Background: an optimization exercise with open tools, aiming at small area, a short achievable clock period and few clock cycles per item. Do not read the settings as production practice. Where RTL was checked, it was by simulation tests only, not by an equivalence proof against the original.

==> flow/design.v (excerpt) <==
module FFT_Top(iRSTn,
               iCLK,
               iStart_INT,
               iCLR,
               iWR_EN,
               iWR_ADDR,
               iWR_DATA,
               oREADY,
               oEN,
               oDATA_re,
               oDATA_im);
    input               iRSTn;
    input               iCLK;
    input               iStart_INT;
    input               iCLR;
    input               iWR_EN;
    input   [3:0]       iWR_ADDR;
    input   [31:0]      iWR_DATA;
    output              oREADY;
    output              oEN;
    output  [15:0]      oDATA_re;
    output  [15:0]      oDATA_im;
    reg                 fresh;       
    reg     [3:0]       nf;          
    reg     [3:0]       fi;          
    reg     [15:0]      asg;         
    reg     [63:0]      wmap;        
    reg     [63:0]      rmap;        
    wire    [3:0]       ws;
    reg                 ir_we, ir_st;
    reg     [3:0]       ir_a;
    reg     [31:0]      ir_d;
  ...
Size: ~8700 cells after synthesis, roughly 2000 flip-flops, roughly 75 I/O pins, roughly 95000 µm² of cells after synthesis.
clock: 10.0 ns
lec_check: 0
cap_margin: 20
core_margin: 2
core_utilization: 40
cts_cluster_diameter: 140
cts_cluster_size: 20
place_density: 0.6
slew_margin: 20
standard.sh (not shown) runs the stock make flow with config.mk's settings and CLKGATE_MAP_FILE= SYNTH_SCRIPT=/design/flow/synth_recipe.tcl, a recipe that flattens the netlist after the stock synthesis.
==> flow/flow/run.sh <==
#!/bin/bash
set -euo pipefail
bash standard.sh SETUP_SLACK_MARGIN=6.6 TNS_END_PERCENT=100 finish > orfs_make.log 2>&1
Testbench counts at the start, summed over its fixed seeds: cycles 3,360, items 192.
Change:
==> flow/flow/run.sh (replaced) <==
#!/bin/bash
set -euo pipefail
bash standard.sh SETUP_SLACK_MARGIN=6.4 TNS_END_PERCENT=100 finish > orfs_make.log 2>&1
After rerunning: Clock skew went down by 0.013 ns; fmax went down by 3.5%; first-iteration DRC count went up by 5.0%; final area went down by 1.2%; synthesized area is unchanged; non-clock buffer count went down by 43; setup slack is worse by 0.13 ns.


Starting RTL as in the previous note.
Design FFT_Top, start of the top module:
module FFT_Top(iRSTn,
               iCLK,
               iStart_INT,
               iCLR,
               iWR_EN,
               iWR_ADDR,
               iWR_DATA,
               oREADY,
               oEN,
               oDATA_re,
               oDATA_im);
export LEC_CHECK = 0
export CAP_MARGIN = 20
export CORE_MARGIN = 2
export CORE_UTILIZATION = 40
export PLACE_DENSITY = 0.6
export SLEW_MARGIN = 20
create_clock -name core_clock -period 10.0 [get_ports {iCLK}]
==> flow/flow/run.sh <==
#!/bin/bash
set -euo pipefail
bash standard.sh SETUP_SLACK_MARGIN=6.2 TNS_END_PERCENT=100 finish > orfs_make.log 2>&1
Testbench counts at the start, summed over its fixed seeds: cycles 3,360, items 192.
==> next run, changes <==
==> flow/flow/run.sh (replaced) <==
#!/bin/bash
set -euo pipefail
bash standard.sh SETUP_SLACK_MARGIN=6.5 TNS_END_PERCENT=100 finish > orfs_make.log 2>&1
CTS_CLUSTER_DIAMETER = 140   (was unset)
CTS_CLUSTER_SIZE = 20   (was unset)
What happened:
- core utilization is lower by 1.2 points
- global-route usage falls by 0.25 points
- synthesized cell count stays the same
- cell count fell by 1.3%
- clock skew came out higher by 0.011 ns
- non-clock buffer count grows by 54
==> next run, changes <==
CTS_CLUSTER_DIAMETER = unset   (was 140)
CTS_CLUSTER_SIZE = unset   (was 20)
=> The new run produced a clean layout; worst hold slack improved by 0.014 ns; cell count goes up by about 1.9%; fmax decreases by about 1.1%; routed wire length goes up by 1.2%; die area does not change.
==> next run, changes <==
==> flow/flow/run.sh (replaced) <==
#!/bin/bash
set -euo pipefail
bash standard.sh SETUP_SLACK_MARGIN=6.8 TNS_END_PERCENT=100 finish > orfs_make.log 2>&1
Effect:
- maximum frequency drops by 2.9%
- cell area came out higher by 4.4%
- global-route usage rises by 0.60 points
- hold slack got worse by 0.025 ns


v26:
FFT_Top, a different RTL version from the one above (not shown whole).
Size: about 8700 cells after synthesis, roughly 1900 flip-flops, ~75 I/O pins, roughly 95000 um^2 of cells after synthesis.
==> flow/config.mk <==
export PLATFORM = sky130hd
export DESIGN_NAME = FFT_Top
export DESIGN_NICKNAME = FFT_Top
export VERILOG_FILES = /design/flow/design.v
export SDC_FILE = /design/flow/constraint.sdc
export NUM_CORES = 4
export LEC_CHECK = 0
export CAP_MARGIN = 20
export CORE_MARGIN = 2
export CORE_UTILIZATION = 40
export CTS_BUF_LIST = sky130_fd_sc_hd__clkbuf_4 sky130_fd_sc_hd__clkbuf_8 sky130_fd_sc_hd__clkbuf_16
export CTS_CLUSTER_SIZE = 25
export PLACE_DENSITY = 0.6
export SLEW_MARGIN = 20
==> flow/constraint.sdc <==
create_clock -name core_clock -period 10.0 [get_ports {iCLK}]
set_input_delay 2.0000 -clock core_clock [delete_from_list [all_inputs] [get_ports {iCLK}]]
set_output_delay 2.0000 -clock core_clock [all_outputs]
set_load 0.01 [all_outputs]
==> flow/flow/run.sh <==
#!/bin/bash
set -euo pipefail
bash standard.sh SETUP_SLACK_MARGIN=6.5 TNS_END_PERCENT=100 finish > orfs_make.log 2>&1
v26 | stages: all done | timing, DRC, antenna: all pass
Changes in v16 relative to v26:
# v26
export LEC_CHECK = 0
export CAP_MARGIN = 20
export CORE_MARGIN = 2
export CORE_UTILIZATION = 40
export CTS_BUF_LIST = sky130_fd_sc_hd__clkbuf_4 sky130_fd_sc_hd__clkbuf_8 sky130_fd_sc_hd__clkbuf_16
export CTS_CLUSTER_SIZE = 25
export PLACE_DENSITY = 0.6
export SLEW_MARGIN = 20
create_clock -name core_clock -period 10.0 [get_ports {iCLK}]
# v16
export LEC_CHECK = 0
export CAP_MARGIN = 20
export CORE_MARGIN = 2
export CORE_UTILIZATION = 60
export PLACE_DENSITY = 0.72
export SLEW_MARGIN = 20
create_clock -name core_clock -period 10.0 [get_ports {iCLK}]
Findings:
- In v16, the via count of the routed design came out 668 above the value in v26.
- v16 and v26 ended up with nearly the same synthesized cell count.
- Summary of v16 over v26: routed wire length now sits lower; design area now sits lower; detailed-route wire length on metal 1 now sits lower; fraction of final layout cells sized beyond drive strength 1 now sits lower; post-cts repair resize count now sits lower.
- met3 wire length came out higher on v16 than on v26.
No run of this note included a check of the RTL's function; only the layout flow was run.


lane 1:
FFT_Top with an RTL version that a note above also has.
Size: roughly 8700 cells after synthesis, about 0.095 mm² of cells after synthesis.
export LEC_CHECK = 0
export CAP_MARGIN = 20
export CORE_MARGIN = 2
export CORE_UTILIZATION = 50
export CTS_CLUSTER_DIAMETER = 140
export CTS_CLUSTER_SIZE = 20
export PLACE_DENSITY = 0.7
export SLEW_MARGIN = 20
create_clock -name core_clock -period 10.0 [get_ports {iCLK}]
Scripts as last shown in full above: flow/flow/run.sh
Testbench counts of lane 1, summed over its fixed seeds: cycles 3,360, items 192.
Here is what was changed in the inputs of lane 2 compared with lane 1.
Settings: CTS_CLUSTER_SIZE: 20 -> 24; CORE_UTILIZATION: 50 -> 40; CTS_CLUSTER_DIAMETER: 140 -> 160; PLACE_DENSITY: 0.7 -> 0.6.
Results
From lane 1 to lane 2 the numbers moved as follows: cell total after placement picked up an extra about 6%, area taken by flip-flops and latches held steady, total non-filler cell area in the finished layout saw little to no change. Lane 2 vs lane 1: fraction of area in clock buffers and inverters down in lane 2. Lane 2 reports a lower wire length than lane 1 does. The data arrival time at the worst-slack endpoint of lane 2 is lower than that of lane 1. NOTE number of filler cells placed in the layout lane 1->lane 2 increased by more than a quarter.
### lane 2 -> lane 3
Settings: a change of CTS_CLUSTER_DIAMETER from 160 to 180; a change of CTS_CLUSTER_SIZE from 24 to 28.
==> comparison <==
There was hardly any difference in wire length between lane 2 and lane 3. Per the comparison of lane 3 with lane 2, setup slack after layout went down 0.021 ns; clock distribution area overhead in the final layout went down.


Another version of the RTL of FFT_Top (not shown whole).
Size: about 8,500 cells after synthesis, roughly 2,100 flip-flops, ~75 I/O pins.
==> flow/config.mk <==
export PLATFORM = sky130hd
export DESIGN_NAME = FFT_Top
export DESIGN_NICKNAME = FFT_Top
export VERILOG_FILES = /design/flow/design.v
export SDC_FILE = /design/flow/constraint.sdc
export NUM_CORES = 4
export LEC_CHECK = 0
export CAP_MARGIN = 20
export CORE_MARGIN = 2
export CORE_UTILIZATION = 40
export PLACE_DENSITY = 0.6
export SLEW_MARGIN = 20
==> flow/constraint.sdc <==
create_clock -name core_clock -period 10.0 [get_ports {iCLK}]
set_input_delay 2.0000 -clock core_clock [delete_from_list [all_inputs] [get_ports {iCLK}]]
set_output_delay 2.0000 -clock core_clock [all_outputs]
set_load 0.01 [all_outputs]
Scripts as last shown in full above: flow/flow/run.sh
The first run completed without violations.
Testbench counts at the start, summed over its fixed seeds: cycles 3,368, items 192.
Then changed:
==> flow/run.sh (new file) <==
#!/bin/bash
# synth_recipe.tcl (not shown) runs the flow's synth.tcl, then flattens the netlist and writes it again
# the make line also repeats each setting of config.mk as NAME=value (left out here)
make -C /OpenROAD-flow-scripts/flow DESIGN_CONFIG=/design/flow/config.mk WORK_HOME=/design/flow/orfs CLKGATE_MAP_FILE= SYNTH_SCRIPT=/design/flow/synth_recipe.tcl finish
ABC_CLOCK_PERIOD_IN_PS = 3000   (was not set)
SETUP_SLACK_MARGIN = 5   (was not set)
removed: flow/flow/run.sh
removed: flow/standard.sh
Effect:
- non-clock buffer count falls by 86
- cell area falls slightly
- sequential cell count is unchanged
- via count falls slightly


RTL: one of the versions met above, not the one the previous note started from.
Size: about 8700 cells after synthesis, ~1900 flip-flops, roughly 75 I/O pins, ~95000 um^2 of cells after synthesis.
clock: 10.0 ns
lec_check: 0
cap_margin: 20
core_margin: 2
core_utilization: 40
cts_buf_list: sky130_fd_sc_hd__clkbuf_8
place_density: 0.6
slew_margin: 20
==> flow/flow/run.sh <==
#!/bin/bash
set -euo pipefail
bash standard.sh SETUP_SLACK_MARGIN=6.5 TNS_END_PERCENT=100 finish > orfs_make.log 2>&1
==> next run, changes <==
Settings changed: CTS_BUF_LIST sky130_fd_sc_hd__clkbuf_8 to unset.
Via count is lower by 1.0%.
Core utilization is higher by 0.15 points.
Die area does not change.
No functional check of the RTL was part of any run of this note.

## separate check: timing with driven ports
Ports are ideal in the flow. The routed layouts listed here were re-timed in OpenROAD.
Step 1 assumes that a clkbuf_16 drives the clock port and a buf_2 every other input.
Step 2 adds t to the input delays and takes it off the output delays; t is the mean of the earliest and latest rising clock arrival at the registers after step 1. Input paths then give back, and output paths get back, about the clock's delay inside the block.
Slacks: ideal / step 1 / step 2; pairs: ideal / step 1.
run	t (ns)	slack for setup (ns)	worst setup path after step 2	clock arrival spread, ns
the first run of note 1	0.860	6.427 / 6.380 / 5.839	input to register	0.108 / 0.109
the second run of note 1	0.859	6.298 / 6.298 / 5.710	input to register	0.077 / 0.077
the first run of note 2	0.911	6.210 / 6.188 / 5.554	input to register	0.121 / 0.121
the second run of note 2	0.844	6.492 / 6.468 / 5.785	input to register	0.141 / 0.141
the third run of note 2	0.895	6.453 / 6.422 / 5.761	input to register	0.119 / 0.119
the fourth run of note 2	0.923	6.348 / 6.348 / 5.946	input to register	0.136 / 0.137
v26	0.936	6.393 / 6.374 / 5.837	input to register	0.123 / 0.123
v16	0.906	6.297 / 6.297 / 5.864	input to register	0.126 / 0.126
lane 1	0.873	6.407 / 6.407 / 5.759	input to register	0.100 / 0.101
lane 2	0.844	6.467 / 6.467 / 5.839	input to register	0.106 / 0.106
lane 3	0.834	6.446 / 6.446 / 5.842	input to register	0.104 / 0.105
the first run of note 5	0.949	6.507 / 6.498 / 5.780	input to register	0.090 / 0.091
the second run of note 5	0.939	5.608 / 5.608 / 5.393	input to register	0.117 / 0.116
the first run of note 6	1.103	6.354 / 6.266 / 5.663	input to register	0.132 / 0.132
the second run of note 6	0.935	6.400 / 6.367 / 5.852	input to register	0.122 / 0.122
After both steps setup and hold are still met in every run listed. For the first run of note 5, which loses most, drivers alone change the setup slack by -0.009 ns; drivers and shift together by -0.727 ns.
